This is an optimization exercise on Yosys and OpenROAD, whose aim is small area, a short achievable clock period and few clock cycles, not a production implementation. Only simulation tests tie the RTL to the original design; equivalence was not proved. Power is estimated from default activity; no workload was simulated.

== old ==
==> flow/design.v (excerpt) <==
module gun(
    input rst_i,
    input clk_i,
    input [15:0] sw_i,
    output busy,
    output [14:0] leds
);
Size in the first run: roughly 780 cells after synthesis, ~39 flip-flops, ~34 I/O pins, about 0.0045 mm² of cells after synthesis.
==> flow/config.mk <==
export PLATFORM = sky130hd
export DESIGN_NAME = gun
export DESIGN_NICKNAME = gun
export VERILOG_FILES = /design/flow/design.v
export SDC_FILE = /design/flow/constraint.sdc
export NUM_CORES = 4
export LEC_CHECK = 0
export ABC_AREA = 1
export CAP_MARGIN = 20
export CORE_MARGIN = 2
export CORE_UTILIZATION = 40
export SETUP_SLACK_MARGIN = 1.2
export SLEW_MARGIN = 20
export SYNTH_HIERARCHICAL = 1
export SYNTH_MINIMUM_KEEP_SIZE = 0
==> flow/constraint.sdc <==
create_clock -name core_clock -period 4.0 [get_ports {clk_i}]
set_input_delay 0.8000 -clock core_clock [delete_from_list [all_inputs] [get_ports {clk_i}]]
set_output_delay 0.8000 -clock core_clock [all_outputs]
set_load 0.01 [all_outputs]
standard.sh (not shown) runs the stock make flow with config.mk's settings and CLKGATE_MAP_FILE= SYNTH_SCRIPT=/design/flow/synth_recipe.tcl, a recipe that flattens the netlist after the stock synthesis.
==> flow/flow/run.sh <==
#!/bin/bash
set -euo pipefail
cd "$(dirname "${BASH_SOURCE[0]}")/.."
bash standard.sh finish ADDER_MAP_FILE= "BUFFER_PORTS_ARGS=-buffer_cell sky130_fd_sc_hd__buf_2" > standard_flow.log 2>&1
old: done, clean on timing, DRC and antenna
Testbench counts of old, summed over its fixed seeds: cycles 6,400.
Modified inputs, new compared to old
Settings: putting CTS_CLUSTER_DIAMETER at 100 where nothing was set; putting CTS_CLUSTER_SIZE at 30 where nothing was set; clearing ABC_AREA, which used to be 1.
==> comparison <==
new vs old: utilization up in new
Effective utilization at floorplan, new and old: smaller value in new
Going from old to new, the highest cell delay on the worst timing path was found to have gone up by 130 ps.

---

Another version of the RTL of gun (not shown whole).
Size: roughly 480 cells after synthesis, roughly 39 flip-flops.
Design gun, start of the top module:
module gun(
    input rst_i,
    input clk_i,
    input [15:0] sw_i,
    output busy,
    output [14:0] leds
);
clock: 4.0 ns
lec_check: 0
cap_margin: 20
core_margin: 2
core_utilization: 60
setup_slack_margin: 0.5
slew_margin: 20
synth_hierarchical: 1
synth_minimum_keep_size: 0
Scripts as last shown in full above: flow/flow/run.sh
The first run went through all stages and came out clean.
Testbench counts at the start, summed over its fixed seeds: cycles 6,400.
Change:
CORE_UTILIZATION = 40   (was 60)
SETUP_SLACK_MARGIN = 1.5   (was 0.5)
=>
- The new run completed without violations
- wire length grows by a quarter to a third
- worst hold slack loses 0.0085 ns
- sequential cell count is unchanged
- synthesized cell count does not change
- final cell count grows by about a fifth
- sequential share of layout area shrinks by 2.9 points
- setup slack gains 0.40 ns
- sequential power hardly moves
- core utilization shrinks by 13 points
- non-clock buffer count grows by 61
- die area grows by well over a third

---

gun with an RTL version that a note above also has.
Size: roughly 39 flip-flops, ~34 I/O pins.
==> flow/config.mk <==
export PLATFORM = sky130hd
export DESIGN_NAME = gun
export DESIGN_NICKNAME = gun
export VERILOG_FILES = /design/flow/design.v
export SDC_FILE = /design/flow/constraint.sdc
export NUM_CORES = 4
export LEC_CHECK = 0
export CAP_MARGIN = 0
export CORE_MARGIN = 2
export CORE_UTILIZATION = 40
export SETUP_SLACK_MARGIN = 1.2
export SLEW_MARGIN = 0
export SYNTH_HIERARCHICAL = 1
export SYNTH_MINIMUM_KEEP_SIZE = 0
==> flow/constraint.sdc <==
create_clock -name core_clock -period 4.0 [get_ports {clk_i}]
set_input_delay 0.8000 -clock core_clock [delete_from_list [all_inputs] [get_ports {clk_i}]]
set_output_delay 0.8000 -clock core_clock [all_outputs]
set_load 0.01 [all_outputs]
Scripts as last shown in full above: flow/flow/run.sh
Testbench counts at the start, summed over its fixed seeds: cycles 6,400.
Then changed:
--- a/flow/config.mk
+++ b/flow/config.mk
@@ -6,9 +6,9 @@
 export NUM_CORES = 4
 export LEC_CHECK = 0
-export CAP_MARGIN = 0
+export CAP_MARGIN = 20
 export CORE_MARGIN = 2
 export CORE_UTILIZATION = 40
-export SETUP_SLACK_MARGIN = 1.2
-export SLEW_MARGIN = 0
+export SETUP_SLACK_MARGIN = 1.3
+export SLEW_MARGIN = 20
 export SYNTH_HIERARCHICAL = 1
 export SYNTH_MINIMUM_KEEP_SIZE = 0
The changed run completed without violations; via count grows by 3.3%; synthesized cell count is unchanged; sequential power shrinks by about 0.7%; area after synthesis does not change; design area goes up by 6.0%.
Then changed:
--- a/flow/config.mk
+++ b/flow/config.mk
@@ -9,5 +9,6 @@
 export CORE_MARGIN = 2
 export CORE_UTILIZATION = 40
-export SETUP_SLACK_MARGIN = 1.3
+export PLACE_DENSITY = 0.45
+export SETUP_SLACK_MARGIN = 1.2
 export SLEW_MARGIN = 20
 export SYNTH_HIERARCHICAL = 1
- global-route usage goes up by 0.45 points
- cell area came out lower by 3.6%
- first-iteration DRC count decreases by 17%
- sequential share of layout area rose by 0.43 points
- wire length rose by 1.5%
- flip-flop and latch count stays the same
- final cell count went down by 1.9%
- setup slack degrades by 110 ps
- hold slack gets worse by 5.4 ps
- synthesized area is unchanged
- via count went down by 2.9%
Then changed:
--- a/flow/config.mk
+++ b/flow/config.mk
@@ -9,6 +9,5 @@
 export CORE_MARGIN = 2
 export CORE_UTILIZATION = 40
-export PLACE_DENSITY = 0.45
-export SETUP_SLACK_MARGIN = 1.2
+export SETUP_SLACK_MARGIN = 0.5
 export SLEW_MARGIN = 20
 export SYNTH_HIERARCHICAL = 1
Worst setup slack is worse by 440 ps.
Power is lower by 4.8%.
Register-to-register slack is worse by 440 ps.
Clock power increases by about 4%.
Cell area falls by 4.4%.
Wire length falls by 5.3%.
Clock-buffer cell count drops by 1.
Hold slack improved by 5.4 ps.
First-iteration DRC count came out higher by 6.0%.

---

## job 5686
RTL: one of the versions met above, not the one the previous note started from.
Size in the first run: about 480 cells after synthesis, roughly 39 flip-flops, about 34 I/O pins, ~4100 sq um of cells after synthesis.
==> flow/design.v (excerpt) <==
module gun(
    input rst_i,
    input clk_i,
    input [15:0] sw_i,
    output busy,
    output [14:0] leds
);
wire [7:0] a = sw_i[15:8];
wire [6:0] b = sw_i[6:0];
reg c1, c2;          
reg [14:0] r0;
reg [14:0] r1;       
wire [8:0] v;
wire [14:0] sum, car;
reg [8:0] vq;         
reg [6:0] aq;         
wire [6:0] ap = {aq[6], aq[5], aq[4], aq[3], aq[2], aq[1], aq[0]};
gun_st1 st1(.a(a), .b(b), .v(v));
gun_out out(.r0(r0), .c({r1[13], r1[12], r1[11], r1[10], r1[8], r1[5]}), .y(leds));
wire [8:0] v2 = vq;
wire xp1 = ap[0] & v2[0];
wire xp2 = ap[0] & v2[1];
wire xp3 = ap[0] & v2[2];
wire xp4 = ap[0] & v2[3];
wire xp5 = ap[0] & v2[4];
wire xp6 = ap[0] & v2[5];
wire xp7 = ap[0] & v2[6];
wire xp8 = ap[0] & v2[7];
wire xp9 = ap[0] & v2[8];
wire xp10 = ap[1] & v2[0];
wire xp11 = ap[1] & v2[1];
wire xp12 = ap[1] & v2[2];
wire xp13 = ap[1] & v2[3];
wire xp14 = ap[1] & v2[4];
wire xp15 = ap[1] & v2[5];
wire xp16 = ap[1] & v2[6];
wire xp17 = ap[1] & v2[7];
wire xp18 = ap[1] & v2[8];
wire xp19 = ap[2] & v2[0];
wire xp20 = ap[2] & v2[1];
wire xp21 = ap[2] & v2[2];
wire xp22 = ap[2] & v2[3];
wire xp23 = ap[2] & v2[4];
wire xp24 = ap[2] & v2[5];
wire xp25 = ap[2] & v2[6];
wire xp26 = ap[2] & v2[7];
wire xp27 = ap[2] & v2[8];
wire xp28 = ap[3] & v2[0];
wire xp29 = ap[3] & v2[1];
wire xp30 = ap[3] & v2[2];
wire xp31 = ap[3] & v2[3];
wire xp32 = ap[3] & v2[4];
wire xp33 = ap[3] & v2[5];
wire xp34 = ap[3] & v2[6];
wire xp35 = ap[3] & v2[7];
wire xp36 = ap[3] & v2[8];
wire xp37 = ap[4] & v2[0];
wire xp38 = ap[4] & v2[1];
wire xp39 = ap[4] & v2[2];
wire xp40 = ap[4] & v2[3];
wire xp41 = ap[4] & v2[4];
wire xp42 = ap[4] & v2[5];
wire xp43 = ap[4] & v2[6];
wire xp44 = ap[4] & v2[7];
wire xp45 = ap[4] & v2[8];
wire xp46 = ap[5] & v2[0];
wire xp47 = ap[5] & v2[1];
wire xp48 = ap[5] & v2[2];
wire xp49 = ap[5] & v2[3];
wire xp50 = ap[5] & v2[4];
wire xp51 = ap[5] & v2[5];
wire xp52 = ap[5] & v2[6];
wire xp53 = ap[5] & v2[7];
wire xp54 = ap[5] & v2[8];
wire xp55 = ap[6] & v2[0];
wire xp56 = ap[6] & v2[1];
wire xp57 = ap[6] & v2[2];
wire xp58 = ap[6] & v2[3];
wire xp59 = ap[6] & v2[4];
wire xp60 = ap[6] & v2[5];
wire xp61 = ap[6] & v2[6];
wire xp62 = ap[6] & v2[7];
wire xp63 = ap[6] & v2[8];
wire xq64 = a[7] & b[0];
wire xq65 = a[7] & b[1];
  ...
export LEC_CHECK = 0
export CAP_MARGIN = 20
export CORE_MARGIN = 2
export CORE_UTILIZATION = 40
export SETUP_SLACK_MARGIN = 1.2
export SLEW_MARGIN = 20
export SYNTH_HIERARCHICAL = 1
export SYNTH_MINIMUM_KEEP_SIZE = 0
export TNS_END_PERCENT = 10
create_clock -name core_clock -period 4.0 [get_ports {clk_i}]
Scripts as last shown in full above: flow/flow/run.sh
Testbench counts of job 5686, summed over its fixed seeds: cycles 6,400.
Input changes introduced in job 423 (baseline for comparison: job 5686):
Settings: TNS_END_PERCENT no longer set, was 10.
==> flow/flow/run.sh <==
#!/bin/bash
set -euo pipefail
cd "$(dirname "${BASH_SOURCE[0]}")/.."
bash standard.sh finish ADDER_MAP_FILE= "BUFFER_PORTS_ARGS=-buffer_cell sky130_fd_sc_hd__buf_1" > standard_flow.log 2>&1
Notes after the runs:
Between job 423 and job 5686, the required time of the critical path figures differ only marginally.
Per the comparison of job 423 with job 5686, portion of total power attributed to combinational logic down 0.9 points; met3 wire length shows a reduction of 32%; routed wire length increased by 2.9% relative to the old numbers.
### job 423 -> job 6497
Settings: a change of SETUP_SLACK_MARGIN from 1.2 to 0.5.
==> flow/flow/run.sh <==
#!/bin/bash
set -euo pipefail
cd "$(dirname "${BASH_SOURCE[0]}")/.."
bash standard.sh finish ADDER_MAP_FILE= "BUFFER_PORTS_ARGS=-buffer_cell sky130_fd_sc_hd__buf_2" > standard_flow.log 2>&1
Results
- Job 423 was routed with more vias than job 6497.
- Of job 6497 and job 423, job 423 shows the lower share of cell area taken by multi-input logic gates, with job 6497 above it.
- From job 423 to job 6497 the numbers moved as follows: utilization of the core after routing has decreased, portion of the clock cycle consumed by the worst path in the final layout moved up, total length of routed wires dropped about 5%, maximum operating frequency moved down.
- Summary of job 6497 over job 423: overall routing resource usage lower, cell area fell by about 4%.

port drivers added, routing unchanged:
The results above use ideal ports. As a check the final layouts listed here were re-extracted and re-timed, cells and wires unchanged.
Step 1 sets driving cells, clkbuf_16 on the clock port and buf_2 on the other inputs (assumed; they add their load-dependent delay and slew).
Step 2, shift: input delay + t, output delay - t, t = (earliest + latest rising clock arrival at the registers) / 2. This alone moves slack from input paths to output paths.
a / b / c = no drivers / after step 1 / after step 2; a / b = the first two.
| run | t (ns) | setup slack, ns | worst setup path after step 2 | cell pins on the clock port's net |
|---|---|---|---|---|
| old | 0.331 | 1.484 / 1.451 / 1.718 | input to register | 1 |
| new | 0.329 | 1.317 / 1.317 / 1.300 | input to register | 1 |
| the first run of note 2 | 0.321 | 0.909 / 0.909 / 0.909 | register to register | 1 |
| the second run of note 2 | 0.322 | 1.311 / 1.280 / 1.217 | input to register | 1 |
| the first run of note 3 | 0.329 | 1.317 / 1.317 / 1.300 | input to register | 1 |
| the second run of note 3 | 0.332 | 1.394 / 1.372 / 1.293 | input to register | 1 |
| the third run of note 3 | 0.336 | 1.288 / 1.288 / 1.288 | register to register | 1 |
| the fourth run of note 3 | 0.331 | 0.846 / 0.846 / 0.846 | register to register | 1 |
| job 5686 | 0.324 | 1.239 / 1.239 / 1.239 | register to register | 1 |
| job 423 | 0.324 | 1.278 / 1.268 / 1.161 | input to register | 1 |
| job 6497 | 0.328 | 0.995 / 0.995 / 0.995 | register to register | 1 |
After both steps every run listed still meets setup and hold. For job 423, which loses most, drivers alone change the setup slack by -0.010 ns; drivers and shift together by -0.117 ns.
